Context: an optimization exercise on an open-source flow, tuned for small area. The choices shown serve that exercise and are no tape-out recipe. The RTL was checked by simulation tests, not by an equivalence proof against the original design.

## wip/xenon
==> flow/design.v <==
module lf_fa (input wire a, input wire b, input wire c, output wire s, output wire co);
    assign {co, s} = a + b + c;
endmodule
module lf_ha (input wire a, input wire b, output wire s, output wire co);
    assign {co, s} = a + b;
endmodule
module lf_cell (
    input  wire h1, input wire h0,
    input  wire q1, input wire q0, input wire w,
    input  wire p,  input wire m,
    input  wire s,  input wire hold,
    input  wire flip,
    output wire d
    );
    wire n0 = ~(h0 ^ q0);
    wire n1 = ~(h1 ^ q1);
    wire g  = ~(h1 ^ w);
    wire l  = ~(p | n0 | n1) | s & (m & n0 & g | hold);
    assign d = l ^ flip;
endmodule
module automaton (
    input  wire        CLK,
    input  wire        i_rst,
    input  wire        i_cal_stb,
    input  wire        i_clk_tick,
    input  wire [10:0] i_inq_x,
    input  wire [10:0] i_inq_y,
    input  wire [10:0] i_sel_x,
    input  wire [10:0] i_sel_y,
    output wire        o_sta
    );
    localparam W = 50;
    localparam H = 38;
    function [11:0] to_cell;
        input [10:0] x;
        input [10:0] y;
        reg [10:0] xo, yo;
        reg [10:0] cx, cy;
        begin
            xo = x - 11'd12;
            yo = y - 11'd4;
            cx = xo / 11'd20;
            cy = yo / 11'd20;
            if (xo < 11'd1000 && yo < 11'd760)
                to_cell = {cy[5:0], cx[5:0]};
            else
                to_cell = {cy[5:0], 6'd63};
        end
    endfunction
    reg [11:0] sel1, sel2, sel3;    
    reg [11:0] inq1, inq2;
    always @(posedge CLK) begin
        sel1 <= to_cell(i_sel_x, i_sel_y);
        sel2 <= sel1;
        sel3 <= sel2;
        inq1 <= to_cell(i_inq_x, i_inq_y);
        inq2 <= inq1;
    end
    reg clr;
    always @(posedge CLK or posedge i_rst)
        if (i_rst) clr <= 1'b1;
        else       clr <= 1'b0;
    wire cal  = i_cal_stb & ~clr;
    wire hold = ~i_cal_stb & ~clr;
    wire tick = i_clk_tick & ~i_cal_stb;
    reg  [W-1:0] st [0:H-1];
    wire [W-1:0] nx [0:H-1];
    wire [1:0] hh [0:H+1][0:W-1];
    genvar i, j, k;
    generate
        for (j = 0; j < W; j = j + 1) begin : hpad
            assign hh[0][j] = 2'd0;
            assign hh[H+1][j] = 2'd0;
        end
        for (i = 0; i < H; i = i + 1) begin : hrow
            for (j = 0; j < W; j = j + 1) begin : hcol
                if (j == 0)
                    lf_ha u (.a(st[i][j]), .b(st[i][j+1]), .s(hh[i+1][j][0]), .co(hh[i+1][j][1]));
                else if (j == W-1)
                    lf_ha u (.a(st[i][j-1]), .b(st[i][j]), .s(hh[i+1][j][0]), .co(hh[i+1][j][1]));
                else
                    lf_fa u (.a(st[i][j-1]), .b(st[i][j]), .c(st[i][j+1]), .s(hh[i+1][j][0]), .co(hh[i+1][j][1]));
            end
        end
        for (k = 0; k < H/2; k = k + 1) begin : pair
            for (j = 0; j < W; j = j + 1) begin : pcol
                wire [1:0] ta = hh[2*k+1][j];
                wire [1:0] tb = hh[2*k+2][j];
                wire q0, c0, q1, q2;
                lf_ha ul (.a(ta[0]), .b(tb[0]), .s(q0), .co(c0));
                lf_fa uh (.a(ta[1]), .b(tb[1]), .c(c0), .s(q1), .co(q2));
                wire w = q1 ^ q0;
                wire p = q2 | ~cal;
                wire m = (q2 ^ (q1 | q0)) & cal;
                wire fa = tick && sel3[11:6] == 2*k   && sel3[5:0] == j;
                wire fb = tick && sel3[11:6] == 2*k+1 && sel3[5:0] == j;
                lf_cell ca (.h1(hh[2*k][j][1]), .h0(hh[2*k][j][0]), .q1(q1), .q0(q0), .w(w), .p(p), .m(m),
                            .s(st[2*k][j]), .hold(hold), .flip(fa), .d(nx[2*k][j]));
                lf_cell cb (.h1(hh[2*k+3][j][1]), .h0(hh[2*k+3][j][0]), .q1(q1), .q0(q0), .w(w), .p(p), .m(m),
                            .s(st[2*k+1][j]), .hold(hold), .flip(fb), .d(nx[2*k+1][j]));
            end
        end
        for (i = 0; i < H; i = i + 1) begin : upd
            always @(posedge CLK) st[i] <= nx[i];
        end
    endgenerate
    reg sta;
    wire [W-1:0] qrow = (inq2[11:6] < H) ? nx[inq2[11:6]] : {W{1'b0}};
    always @(posedge CLK or posedge i_rst)
        if (i_rst) sta <= 1'b0;
        else       sta <= (inq2[5:0] < W) ? qrow[inq2[5:0]] : 1'b0;
    assign o_sta = sta;
endmodule
==> flow/config.mk <==
export PLATFORM = sky130hd
export DESIGN_NAME = automaton
export DESIGN_NICKNAME = automaton
export VERILOG_FILES = /design/flow/design.v
export SDC_FILE = /design/flow/constraint.sdc
export NUM_CORES = 8
export LEC_CHECK = 0
export CAP_MARGIN = 20
export CORE_MARGIN = 2
export CORE_UTILIZATION = 50
export PLACE_DENSITY = 0.6
export SLEW_MARGIN = 20
export SYNTH_HIERARCHICAL = 1
export SYNTH_MINIMUM_KEEP_SIZE = 0
==> flow/constraint.sdc <==
create_clock -name core_clock -period 15.0 [get_ports {CLK}]
set_input_delay 3.0000 -clock core_clock [delete_from_list [all_inputs] [get_ports {CLK}]]
set_output_delay 3.0000 -clock core_clock [all_outputs]
set_load 0.01 [all_outputs]
standard.sh (not shown) runs the stock make flow with config.mk's settings and CLKGATE_MAP_FILE= SYNTH_SCRIPT=/design/flow/synth_recipe.tcl, a recipe that flattens the netlist after the stock synthesis.
==> flow/flow/run.sh <==
#!/bin/bash
# Standard synthesis, then its combinational logic re-mapped for area
# (flip-flops untouched), then the standard layout from floorplan on.
set -euo pipefail
W=$(pwd)
R=$W/orfs/results/$FLOW_PLATFORM/automaton/base
LIB=$FLOW_HOME/platforms/$FLOW_PLATFORM/lib/sky130_fd_sc_hd__tt_025C_1v80.lib
YOSYS=$(command -v yosys || echo $FLOW_HOME/../tools/install/yosys/bin/yosys)

bash standard.sh synth > synth_standard.log 2>&1
cp $R/1_2_yosys.v $W/standard_netlist.v

DU=""
for c in $(sed -n '/DONT_USE_CELLS/,/^#/p' $FLOW_HOME/platforms/$FLOW_PLATFORM/config.mk | grep -o 'sky130_fd_sc_hd__[a-z0-9_]*'); do
  DU="$DU -dont_use $c"
done
python3 flow/genmap.py $LIB > $W/cellmap.v
sed -e "s|@LIB@|$LIB|g" -e "s|@IN@|$W/standard_netlist.v|" -e "s|@TOP@|$FLOW_TOP|" -e "s|@MAP@|$W/cellmap.v|" \
    -e "s|@DONTUSE@|$DU|" -e "s|@SCRIPT@|$W/flow/area.abc|" -e "s|@OUT@|$W/remapped.v|" \
    flow/remap.ys > $W/remap_run.ys
$YOSYS -s $W/remap_run.ys > remap.log 2>&1

cp $W/remapped.v $R/1_2_yosys.v
rm -f $R/1_synth.odb $R/1_synth.sdc
bash standard.sh synth > synth_odb.log 2>&1
cmp -s $W/remapped.v $R/1_2_yosys.v || { echo "re-mapped netlist was overwritten"; exit 1; }
bash standard.sh > layout.log 2>&1
test -f out/final.def
==> flow/flow/area.abc <==
&get -n
&st
&dch -f
&nf
&st
&syn2
&dch -f
&nf
&put
==> flow/flow/genmap.py <==
import re, sys
lib = open(sys.argv[1]).read()
out = []
for m in re.finditer(r'\n    cell \("?(\w+)"?\) \{', lib):
    name = m.group(1)
    # cell body: up to next "\n    cell (" or end
    start = m.end()
    nxt = lib.find('\n    cell (', start)
    body = lib[start: nxt if nxt > 0 else len(lib)]
    if re.search(r'\b(ff|latch|statetable)\s*\(', body):
        continue
    pins = re.findall(r'\n        pin \("?(\w+)"?\) \{(.*?)\n        \}', body, re.S)
    ins, outs = [], []
    for pn, pb in pins:
        d = re.search(r'direction\s*:\s*"?(\w+)"?', pb)
        if not d: continue
        if d.group(1) == 'input': ins.append(pn)
        elif d.group(1) == 'output':
            f = re.search(r'function\s*:\s*"([^"]*)"', pb)
            if not f: break
            outs.append((pn, f.group(1)))
    else:
        if not outs or not name.startswith('sky130_fd_sc_hd__'): continue
        if any(k in name for k in ('lpflow', 'probe', '__fa_', '__ha_', '__conb_', '__fah')): continue
        lines = [f"(* techmap_celltype = \"{name}\" *)",
                 f"module _map_{name} ({', '.join(ins + [o for o,_ in outs])});"]
        lines += [f"  input {p};" for p in ins]
        for o, f in outs:
            e = f.replace('!', '~').replace('+', '|').replace('*', '&')
            e = re.sub(r'(\w)\s+(?=[\w(~])', r'\1 & ', e)
            e = re.sub(r'\)\s+(?=[\w(~])', ') & ', e)
            lines += [f"  output {o};", f"  assign {o} = {e};"]
        lines.append("endmodule")
        out.append("\n".join(lines))
print("\n\n".join(out))
==> flow/flow/remap.ys <==
# Re-map the standard synthesis for area: flip-flops, adders and tie cells
# stay as they are (instances, names, cell types); every other cell is read
# as its logic function and the whole is mapped again with ABC.
read_liberty -lib @LIB@
read_verilog @IN@
hierarchy -top @TOP@
techmap -map @MAP@
techmap
opt -fast
opt_clean
abc -liberty @LIB@ @DONTUSE@ -script @SCRIPT@
opt_clean -purge
setundef -zero
splitnets
opt_clean -purge
check -assert
tee -o remap_stat.txt stat -liberty @LIB@
write_verilog -noattr -noexpr -nohex -nodec @OUT@
The inputs of wip/zinc differ from those of wip/xenon as listed below.
-- flow/flow/run.sh --
<<< wip/xenon, line 27
>>> wip/zinc, line 27
# Clock tree: larger sink clusters and no dummy loads, which the tree's
# balance does not need here.
export CTS_ARGS="-sink_clustering_enable -repair_clock_nets -dont_use_dummy_load -sink_clustering_size 20 -sink_clustering_max_diameter 80 -buf_list {sky130_fd_sc_hd__clkbuf_4 sky130_fd_sc_hd__clkbuf_8 sky130_fd_sc_hd__clkbuf_16}"
==> flow/flow/area.abc <==
&get -n
&st
&dch -f
&nf -p -R 1000 -F 8 -A 4 -C 32
&put
-- flow/flow/genmap.py --
<<< wip/xenon, line 24
        if any(k in name for k in ('lpflow', 'probe', '__fa_', '__ha_', '__conb_', '__fah')): continue
>>> wip/zinc, line 24
        if any(k in name for k in ('lpflow', 'probe', '__fa_', '__conb_', '__fah')): continue
-- flow/flow/remap.ys --
<<< wip/xenon, line 1
# Re-map the standard synthesis for area: flip-flops, adders and tie cells
>>> wip/zinc, line 1
# Re-map the standard synthesis for area: flip-flops, full adders and tie cells
[summary]
Compared wip/zinc against wip/xenon; hold slack within noise. wip/zinc vs. wip/xenon: met2 wire length grew by 5.7%; cell area after synthesis shrank by about 6%. wip/zinc ended up with nor2_1 as its most common library cell in the layout ignoring fill and taps; wip/xenon ended up with xor2_1. Compared with wip/xenon, wip/zinc ends up with a smaller final cell area. Number of vias after detailed routing ended up 24216 higher on wip/zinc than on wip/xenon. Compared wip/zinc vs wip/xenon, and final routed wirelength across all metal layers is up in wip/zinc.

afterwards: timing with drivers on the ports:
The results above use ideal ports. As a check the final layouts listed here were re-extracted and re-timed, cells and wires unchanged. Step 1 assumes that a clkbuf_16 drives the clock port and a buf_2 every other input. Step 2 adds t to the input delays and takes it off the output delays; t is the mean of the earliest and latest rising clock arrival at the registers after step 1. Input paths then give back, and output paths get back, about the clock's delay inside the block. a / b / c = ideal / step 1 / step 2; a / b = the first two.
| run | shift t [ns] | slack for setup (ns) | hold WS [ns] | worst setup path after step 2 |
|---|---|---|---|---|
| wip/xenon | 1.113 | 6.118 / 6.018 / 4.905 | 0.325 / 0.325 / 0.325 | input to register |
| wip/zinc | 1.119 | 5.175 / 5.260 / 4.141 | 0.327 / 0.327 / 0.327 | input to register |
After both steps setup and hold are still met in every run listed. The setup slack of wip/xenon, which loses most, moves by -0.100 ns with the drivers and by -1.213 ns with both steps.
